This design comes from an exercise in tuning for small area, a short achievable clock period and few clock cycles on the open sky130 flow, not from production work. In this exercise RTL edits were held to simulation tests only and were not proved equivalent to the original.

Setup of v19:
Design Top, start of the top module:
module Top(CLK, SLOW_CLOCK_STRB, ARST_L, SYS_OUT, OUT_VALID, MEM_ADDR, MEM_WDATA, MEM_WE, MEM_RDATA);
Size in the first run: roughly 1,300 cells after synthesis, ~61 I/O pins, ~12,000 sq um of cells after synthesis.
Settings: LEC_CHECK=0, CAP_MARGIN=5, CORE_MARGIN=2, CORE_UTILIZATION=40, CTS_BUF_LIST=sky130_fd_sc_hd__clkbuf_8, SETUP_SLACK_MARGIN=5, SLEW_MARGIN=5, TNS_END_PERCENT=60; clock period 10.0 ns.
run.sh (not shown) runs the stock make flow with config.mk's settings and CLKGATE_MAP_FILE= SYNTH_SCRIPT=/design/flow/synth_recipe.tcl, a recipe that flattens the netlist after the stock synthesis.
v19 has completed all stages; timing, DRC and antenna checks passed.
Testbench counts of v19, summed over its fixed seeds: cycles 60,994.
Setup changes, v19 to v3
--- a/flow/config.mk
+++ b/flow/config.mk
@@ -7,3 +7,4 @@
 export LEC_CHECK = 0
-export CAP_MARGIN = 5
+export ABC_AREA = 1
+export CAP_MARGIN = 20
 export CORE_MARGIN = 2
@@ -12,3 +13,2 @@
 export SETUP_SLACK_MARGIN = 5
-export SLEW_MARGIN = 5
-export TNS_END_PERCENT = 60
+export SLEW_MARGIN = 20
==> results.txt <==
Density: v3 sparser than v19
On later-pin clock latency in the skew report, v3 tracks v19 almost exactly.
v3: PASS, flow complete, no timing, DRC or antenna violations
Of the two values seen for launching element of the worst setup path, ir[10]$_DFFE_PP_ was produced by v3 and ir[8]$_DFFE_PP_ by v19.
v3 falls short of v19 in cell area after synthesis.
### v3 -> v26
--- a/flow/config.mk
+++ b/flow/config.mk
@@ -7,3 +7,2 @@
 export LEC_CHECK = 0
-export ABC_AREA = 1
 export CAP_MARGIN = 20
@@ -11,3 +10,3 @@
 export CORE_UTILIZATION = 40
-export CTS_BUF_LIST = sky130_fd_sc_hd__clkbuf_8
+export CTS_BUF_LIST = sky130_fd_sc_hd__clkbuf_8 sky130_fd_sc_hd__clkbuf_16
 export SETUP_SLACK_MARGIN = 5
==> results.txt <==
A combinational family with the most area after synthesis of simple AND/OR/NAND/NOR gates is what v3 shows, while compound AO/OA/AOI/OAI gates belongs to v26. Global routing usage on met1 delta for v26 relative to v3: 5.8 points lower. Per the comparison of v26 with v3, tap cell instance count shrank by 3.0%, distinct cell type count of the synthesized netlist grew by 17%, effective utilization at floorplan grew by 0.30 points, worst slack at placement shrank by 310 ps. Looking at post-route standard cell area excluding fillers across v26 and v3, the one that comes out lower is v26.
Input-level comparison between v58 and v26:
--- a/flow/config.mk
+++ b/flow/config.mk
@@ -10,3 +10,4 @@
 export CORE_UTILIZATION = 40
-export CTS_BUF_LIST = sky130_fd_sc_hd__clkbuf_8 sky130_fd_sc_hd__clkbuf_16
+export CTS_BUF_LIST = sky130_fd_sc_hd__clkbuf_8
+export GPL_TIMING_DRIVEN = 0
 export SETUP_SLACK_MARGIN = 5
[summary]
Against v26, v58 comes in 2 lower on number of stages on the worst hold path.
The fraction of area in multi-input gates of v58 falls short of that of v26 by 0.95 points.
Looking at post-route worst setup slack, v58 sits above v26.
Top achievable clock speed: higher on v58
Path type of the worst setup path: reg -> out -> v26, reg -> reg -> v58
Per the comparison of v58 with v26, starting density of the core saw little to no change; worst slack on hold paths saw a decrease; post-synthesis to final-layout area growth saw an increase.

---

Top, a different RTL version from the one above (not shown whole).
Size in the first run: about 0.012 mm2 of cells after synthesis.
// Top
module Top(CLK, SLOW_CLOCK_STRB, ARST_L, SYS_OUT, OUT_VALID, MEM_ADDR, MEM_WDATA, MEM_WE, MEM_RDATA);
Settings: LEC_CHECK=0, CAP_MARGIN=20, CORE_MARGIN=2, CORE_UTILIZATION=40, CTS_BUF_LIST=sky130_fd_sc_hd__clkbuf_8, SETUP_SLACK_MARGIN=5, SLEW_MARGIN=20; clock period 10.0 ns.
The starting point produced a clean layout.
Testbench counts at the start, summed over its fixed seeds: cycles 60,994.
==> next run, changes <==
--- a/flow/config.mk
+++ b/flow/config.mk
@@ -10,4 +10,5 @@
 export CORE_UTILIZATION = 40
 export CTS_BUF_LIST = sky130_fd_sc_hd__clkbuf_8
+export CTS_CLUSTER_SIZE = 10
 export SETUP_SLACK_MARGIN = 5
 export SLEW_MARGIN = 20
Effect: Routed wire length is unchanged. Sequential cell count stays the same. Worst setup slack does not change. Clock skew is unchanged. Register-to-register slack is about the same. Global-route usage is unchanged. Cell area is unchanged. Critical path depth does not change.

---

run A:
Top with an RTL version that a note above also has.
For scale: ~1400 cells after synthesis, roughly 61 I/O pins, ~13000 µm² of cells after synthesis.
==> flow/config.mk <==
export PLATFORM = sky130hd
export DESIGN_NAME = Top
export DESIGN_NICKNAME = Top
export VERILOG_FILES = /design/flow/design.v
export SDC_FILE = /design/flow/constraint.sdc
export NUM_CORES = 4
export LEC_CHECK = 0
export CAP_MARGIN = 5
export CORE_MARGIN = 2
export CORE_UTILIZATION = 40
export CTS_BUF_LIST = sky130_fd_sc_hd__clkbuf_8
export SETUP_SLACK_MARGIN = 5
export SLEW_MARGIN = 5
export SYNTH_HIERARCHICAL = 1
==> flow/constraint.sdc <==
create_clock -name core_clock -period 10.0 [get_ports {CLK}]
set_input_delay 2.0000 -clock core_clock [delete_from_list [all_inputs] [get_ports {CLK}]]
set_output_delay 2.0000 -clock core_clock [all_outputs]
set_load 0.01 [all_outputs]
Testbench counts of run A, summed over its fixed seeds: cycles 60,994.
Setup changes, run A to run B
# run A
export LEC_CHECK = 0
export CAP_MARGIN = 5
export CORE_MARGIN = 2
export CORE_UTILIZATION = 40
export CTS_BUF_LIST = sky130_fd_sc_hd__clkbuf_8
export SETUP_SLACK_MARGIN = 5
export SLEW_MARGIN = 5
export SYNTH_HIERARCHICAL = 1
create_clock -name core_clock -period 10.0 [get_ports {CLK}]
# run B
export LEC_CHECK = 0
export CAP_MARGIN = 5
export CORE_MARGIN = 2
export CORE_UTILIZATION = 55
export CTS_BUF_LIST = sky130_fd_sc_hd__clkbuf_8
export SETUP_SLACK_MARGIN = 5
export SLEW_MARGIN = 5
create_clock -name core_clock -period 10.0 [get_ports {CLK}]
### Flow results
Against run A, synthesized cell count in run B fell by a few percent. [diff] routed wire length, run B relative to run A: improvement. Between run B and run A, overall fraction of global-route tracks in use is lower for run A, run B comes in above that. [compare] base=run A new=run B: relative area change from synthesis to final layout went up 2.2 points; count of filler cells inserted in the layout went down 40%. Cmp run B and run A / ratio of cells with drive above 1 in the final layout / higher: run A. Relative to run A, total nets after synthesis decreased by 4.5% in run B.
Relative to run B, the following input files were edited for run C:
# run B
export LEC_CHECK = 0
export CAP_MARGIN = 5
export CORE_MARGIN = 2
export CORE_UTILIZATION = 55
export CTS_BUF_LIST = sky130_fd_sc_hd__clkbuf_8
export SETUP_SLACK_MARGIN = 5
export SLEW_MARGIN = 5
create_clock -name core_clock -period 10.0 [get_ports {CLK}]
# run C
export LEC_CHECK = 0
export CAP_MARGIN = 5
export CORE_MARGIN = 2
export CORE_UTILIZATION = 40
export CTS_BUF_LIST = sky130_fd_sc_hd__clkbuf_8
export SETUP_SLACK_MARGIN = 5
export SLEW_MARGIN = 5
create_clock -name core_clock -period 10.0 [get_ports {CLK}]
## What came out
- Run C: all stages complete, timing, DRC and antenna checks passed
- In run C, buffer share of cell area is lower than in run B.
- Run C vs run B: global routing met2 resource utilization down in run C
- Remaining global-route overflow essentially unchanged between run B and run C.
- The higher count of inserted antenna diode cells of run B and run C is in run B.
- Run B -> run C: number of CTS-inserted buffers delta 0, exact match
- Compared to run B, run C has wire length of the first global-routing pass 950 µm lower.
- Sequential share of layout area essentially unchanged between run B and run C.
- On run C: layout-stage area growth over the synthesis result is 0.20 points lower than what run B gave.
- The routed wire length was comparable across run B and run C.
- As far as count of port buffers added during placement goes, run B and run C are indistinguishable; the numbers are identical.

---

Top again, from the RTL that the note above started with.
clock: 10.0 ns
lec_check: 0
cap_margin: 20
core_margin: 2
core_utilization: 40
setup_slack_margin: 4.6
slew_margin: 20
Testbench counts at the start, summed over its fixed seeds: cycles 60,994.
Change:
- CTS_BUF_LIST: default -> sky130_fd_sc_hd__clkbuf_8
- SETUP_SLACK_MARGIN: 4.6 -> 5
Effect:
- setup slack improves by 110 ps
- routed wire length increases by 2.5%
- synthesized area is unchanged
- non-clock buffer count decreases by 2
- cell area decreases by 0.84%
Change:
- CTS_BUF_LIST: sky130_fd_sc_hd__clkbuf_8 -> default
After rerunning: The new run finished clean. Via count came out higher by 1.9%. Synthesized area stays the same. Fmax increases by about 0.33%. Sequential cell count does not change. Routed wire length went up by about 2.8%. Global-route usage hardly moves. Count of clock-buffer cells in the layout does not change. Final area rises by about 2.3%.

---

== run K ==
Another version of the RTL of Top (not shown whole).
Size: roughly 1700 cells after synthesis, roughly 130 flip-flops, roughly 61 I/O pins.
// Top
module Top(CLK, SLOW_CLOCK_STRB, ARST_L, SYS_OUT, OUT_VALID, MEM_ADDR, MEM_WDATA, MEM_WE, MEM_RDATA);
input CLK, SLOW_CLOCK_STRB, ARST_L;
output reg [15:0] SYS_OUT;
output reg OUT_VALID;
output [7:0] MEM_ADDR;
output [15:0] MEM_WDATA;
output MEM_WE;
input [15:0] MEM_RDATA;
wire en = SLOW_CLOCK_STRB;
reg [15:0] r0, r1, r2, r3;
reg [3:0] flags;           
reg [7:0] pcd;             
reg dv;                    
reg [15:0] ir;             
reg iv;                    
reg ldp;                   
reg [1:0] ldx;             
reg rf;                    
reg mc;                    
wire [3:0] op = ir[15:12];
wire [1:0] fx = ir[11:10];
wire [1:0] fy = ir[9:8];
wire [1:0] fd = ir[7:6];
wire [7:0] imm = ir[7:0];
wire ex = iv & ~ldp;
wire is_ldr = (op == 4'h0);
wire is_str = (op == 4'h1);
wire is_mov = (op == 4'h2) & (fx == 2'b00);
wire is_alu = (op >= 4'h4) & (op <= 4'h9);
wire is_br  = (op == 4'hE);
wire is_out = (op == 4'hF);
reg [15:0] a, b;
always @(*) begin
    case (fx)
        2'd0: a = r0;
        2'd1: a = r1;
        2'd2: a = r2;
        default: a = r3;
    endcase
    case (fy)
        2'd0: b = r0;
        2'd1: b = r1;
        2'd2: b = r2;
        default: b = r3;
    endcase
end
wire fN = flags[3], fZ = flags[2], fC = flags[1], fV = flags[0];
reg cond;
always @(*) begin
    case (ir[11:8])
        4'h0: cond = 1'b1;
        4'h1: cond = fZ;
        4'h2: cond = ~fZ;
        4'h3: cond = fC;
        4'h4: cond = ~fC;
        4'h5: cond = fN;
        4'h6: cond = ~fN;
        4'h7: cond = fV;
        4'h8: cond = ~fV;
        4'h9: cond = ~fZ & fC;
        4'hA: cond = fZ | fC;
        4'hB: cond = (fN == fV);
        4'hC: cond = (fN != fV);
        4'hD: cond = (fN == fV) & ~fZ;
        4'hE: cond = (fN != fV) & fZ;
        default: cond = 1'b0;
    endcase
end
wire taken = ex & is_br & cond;
wire memop = ex & (is_ldr | is_str);
wire sub = (op == 4'h5);
wire [15:0] bx = b ^ {16{sub}};
wire [16:0] sum = {1'b0, a} + {1'b0, bx} + {16'b0, sub};
wire zsum = &((a ^ bx) ~^ {a[14:0] | bx[14:0], sub});
wire big = |b[15:4];
wire lsl = (op == 4'h6);
reg [15:0] a_rev, shl;
  ...
clock: 10.0 ns
lec_check: 0
abc_area: 1
cap_margin: 20
core_margin: 2
core_utilization: 65
setup_slack_margin: 5
slew_margin: 20
Testbench counts of run K, summed over its fixed seeds: cycles 62,938.
Edits applied to the flow inputs when going from run K to run R:
- CORE_UTILIZATION changed from 65 to 40
==> comparison <==
Against run K as the reference, run R delivers a higher register-to-register slack. Of run K and run R, the run reporting the lower sum of met3 wire segment lengths after detailed routing was run R. Worst hold slack across run K and run R: no real change. Launching instance or port of the critical path: ir[10] -> run K, ir[9] -> run R.

---

Top with an RTL version that a note above also has.
Size in the first run: roughly 1300 cells after synthesis, about 150 flip-flops, roughly 61 I/O pins.
Settings: LEC_CHECK=0, CAP_MARGIN=20, CORE_MARGIN=2, CORE_UTILIZATION=40, CTS_BUF_LIST=sky130_fd_sc_hd__clkbuf_8, CTS_CLUSTER_DIAMETER=40, SETUP_SLACK_MARGIN=5, SLEW_MARGIN=20; clock period 10.0 ns.
The starting point passed the timing, DRC and antenna checks.
Testbench counts at the start, summed over its fixed seeds: cycles 60,994.
Edit:
--- a/flow/config.mk
+++ b/flow/config.mk
@@ -6,9 +6,8 @@
 export NUM_CORES = 4
 export LEC_CHECK = 0
+export ABC_AREA = 1
 export CAP_MARGIN = 20
 export CORE_MARGIN = 2
 export CORE_UTILIZATION = 40
-export CTS_BUF_LIST = sky130_fd_sc_hd__clkbuf_8
-export CTS_CLUSTER_DIAMETER = 40
 export SETUP_SLACK_MARGIN = 5
 export SLEW_MARGIN = 20
After rerunning: The changed run passed the timing, DRC and antenna checks; synthesized area went up by about 1.1%; die area climbs by about 1%; design area climbs by 3.5%; routed wire length rose by about 16%; worst hold slack is worse by 0.019 ns.
Edit:
--- a/flow/config.mk
+++ b/flow/config.mk
@@ -6,8 +6,9 @@
 export NUM_CORES = 4
 export LEC_CHECK = 0
-export ABC_AREA = 1
 export CAP_MARGIN = 20
 export CORE_MARGIN = 2
 export CORE_UTILIZATION = 40
+export CTS_CLUSTER_DIAMETER = 100
+export CTS_CLUSTER_SIZE = 40
 export SETUP_SLACK_MARGIN = 5
 export SLEW_MARGIN = 20
Cell area is lower by 1.8%.
Cell count fell by 19%.
Wire length falls by 13%.

---

RTL: one of the versions met above, not the one the previous note started from.
Size: ~1300 cells after synthesis.
## Top
module Top(CLK, SLOW_CLOCK_STRB, ARST_L, SYS_OUT, OUT_VALID, MEM_ADDR, MEM_WDATA, MEM_WE, MEM_RDATA);
input CLK, SLOW_CLOCK_STRB, ARST_L;
output reg [15:0] SYS_OUT;
output reg OUT_VALID;
output [7:0] MEM_ADDR;
output [15:0] MEM_WDATA;
output MEM_WE;
input [15:0] MEM_RDATA;
wire en = SLOW_CLOCK_STRB;
reg [15:0] r0, r1, r2, r3;
reg [3:0] flags;           
reg [7:0] pcd;             
reg dv;                    
reg [15:0] ir;             
reg iv;                    
reg ldp;                   
reg [1:0] ldx;             
reg rf;                    
reg mc;                    
wire [3:0] op = ir[15:12];
wire [1:0] fx = ir[11:10];
wire [1:0] fy = ir[9:8];
wire [1:0] fd = ir[7:6];
wire [7:0] imm = ir[7:0];
wire ex = iv & ~ldp;
wire is_ldr = (op == 4'h0);
wire is_str = (op == 4'h1);
wire is_mov = (op == 4'h2) & (fx == 2'b00);
wire is_alu = (op >= 4'h4) & (op <= 4'h9);
wire is_br  = (op == 4'hE);
wire is_out = (op == 4'hF);
reg [15:0] a, b;
always @(*) begin
    case (fx)
        2'd0: a = r0;
        2'd1: a = r1;
        2'd2: a = r2;
        default: a = r3;
    endcase
    case (fy)
        2'd0: b = r0;
        2'd1: b = r1;
        2'd2: b = r2;
        default: b = r3;
    endcase
end
wire fN = flags[3], fZ = flags[2], fC = flags[1], fV = flags[0];
reg cond;
always @(*) begin
    case (ir[11:8])
        4'h0: cond = 1'b1;
        4'h1: cond = fZ;
        4'h2: cond = ~fZ;
        4'h3: cond = fC;
        4'h4: cond = ~fC;
        4'h5: cond = fN;
        4'h6: cond = ~fN;
        4'h7: cond = fV;
        4'h8: cond = ~fV;
        4'h9: cond = ~fZ & fC;
        4'hA: cond = fZ | fC;
        4'hB: cond = (fN == fV);
        4'hC: cond = (fN != fV);
        4'hD: cond = (fN == fV) & ~fZ;
        4'hE: cond = (fN != fV) & fZ;
  ...
Settings: LEC_CHECK=0, CAP_MARGIN=5, CORE_MARGIN=2, CORE_UTILIZATION=40, CTS_BUF_LIST=sky130_fd_sc_hd__clkbuf_8, SETUP_SLACK_MARGIN=5, SLEW_MARGIN=5, TNS_END_PERCENT=30; clock period 10.0 ns.
Testbench counts at the start, summed over its fixed seeds: cycles 60,994.
Change:
--- a/flow/config.mk
+++ b/flow/config.mk
@@ -6,9 +6,9 @@
 export NUM_CORES = 4
 export LEC_CHECK = 0
-export CAP_MARGIN = 5
+export CAP_MARGIN = 20
 export CORE_MARGIN = 2
 export CORE_UTILIZATION = 40
 export CTS_BUF_LIST = sky130_fd_sc_hd__clkbuf_8
+export PLACE_DENSITY = 0.75
 export SETUP_SLACK_MARGIN = 5
-export SLEW_MARGIN = 5
-export TNS_END_PERCENT = 30
+export SLEW_MARGIN = 20
Effect: Worst setup slack loses 0.014 ns. Non-clock buffer count went up by 5. Maximum frequency is about the same.

afterwards: timing with drivers on the ports:
How much do the figures lean on ideal ports? The routed layouts below were timed once more, with nothing changed but the port constraints. Step 1 assumes that a clkbuf_16 drives the clock port and a buf_2 every other input. Step 2 also shifts input and output timing later by t, the mid clock arrival at the registers, as if the neighbouring blocks saw the same clock. Slacks: ideal / step 1 / step 2; pairs: ideal / step 1.
run	t (ns)	slack for setup (ns)	worst setup path after step 2
v19	0.509	4.975 / 4.932 / 4.862	input to register
v3	0.522	5.131 / 5.083 / 5.033	input to register
v26	0.489	4.980 / 4.927 / 4.775	input to register
v58	0.530	5.059 / 5.035 / 5.059	register to register
the first run of note 2	0.522	5.026 / 4.983 / 5.062	input to register
the second run of note 2	0.522	5.026 / 4.983 / 5.062	input to register
run A	0.522	4.859 / 4.811 / 4.918	register to register
run B	0.517	4.941 / 4.894 / 4.797	input to register
run C	0.510	4.978 / 4.935 / 4.863	input to register
the first run of note 4	0.486	4.854 / 4.800 / 4.760	input to register
the second run of note 4	0.516	4.963 / 4.920 / 4.854	input to register
the third run of note 4	0.489	4.980 / 4.927 / 4.775	input to register
run K	0.486	4.956 / 4.956 / 4.956	register to register
run R	0.475	5.029 / 4.983 / 5.065	register to register
the first run of note 6	0.522	5.026 / 4.983 / 5.062	input to register
the second run of note 6	0.491	5.025 / 4.975 / 5.118	input to register
the third run of note 6	0.479	5.064 / 5.017 / 5.046	input to register
the first run of note 7	0.510	4.983 / 4.940 / 4.874	input to register
the second run of note 7	0.520	4.969 / 4.926 / 5.122	register to register
After both steps setup and hold are still met in every run listed.
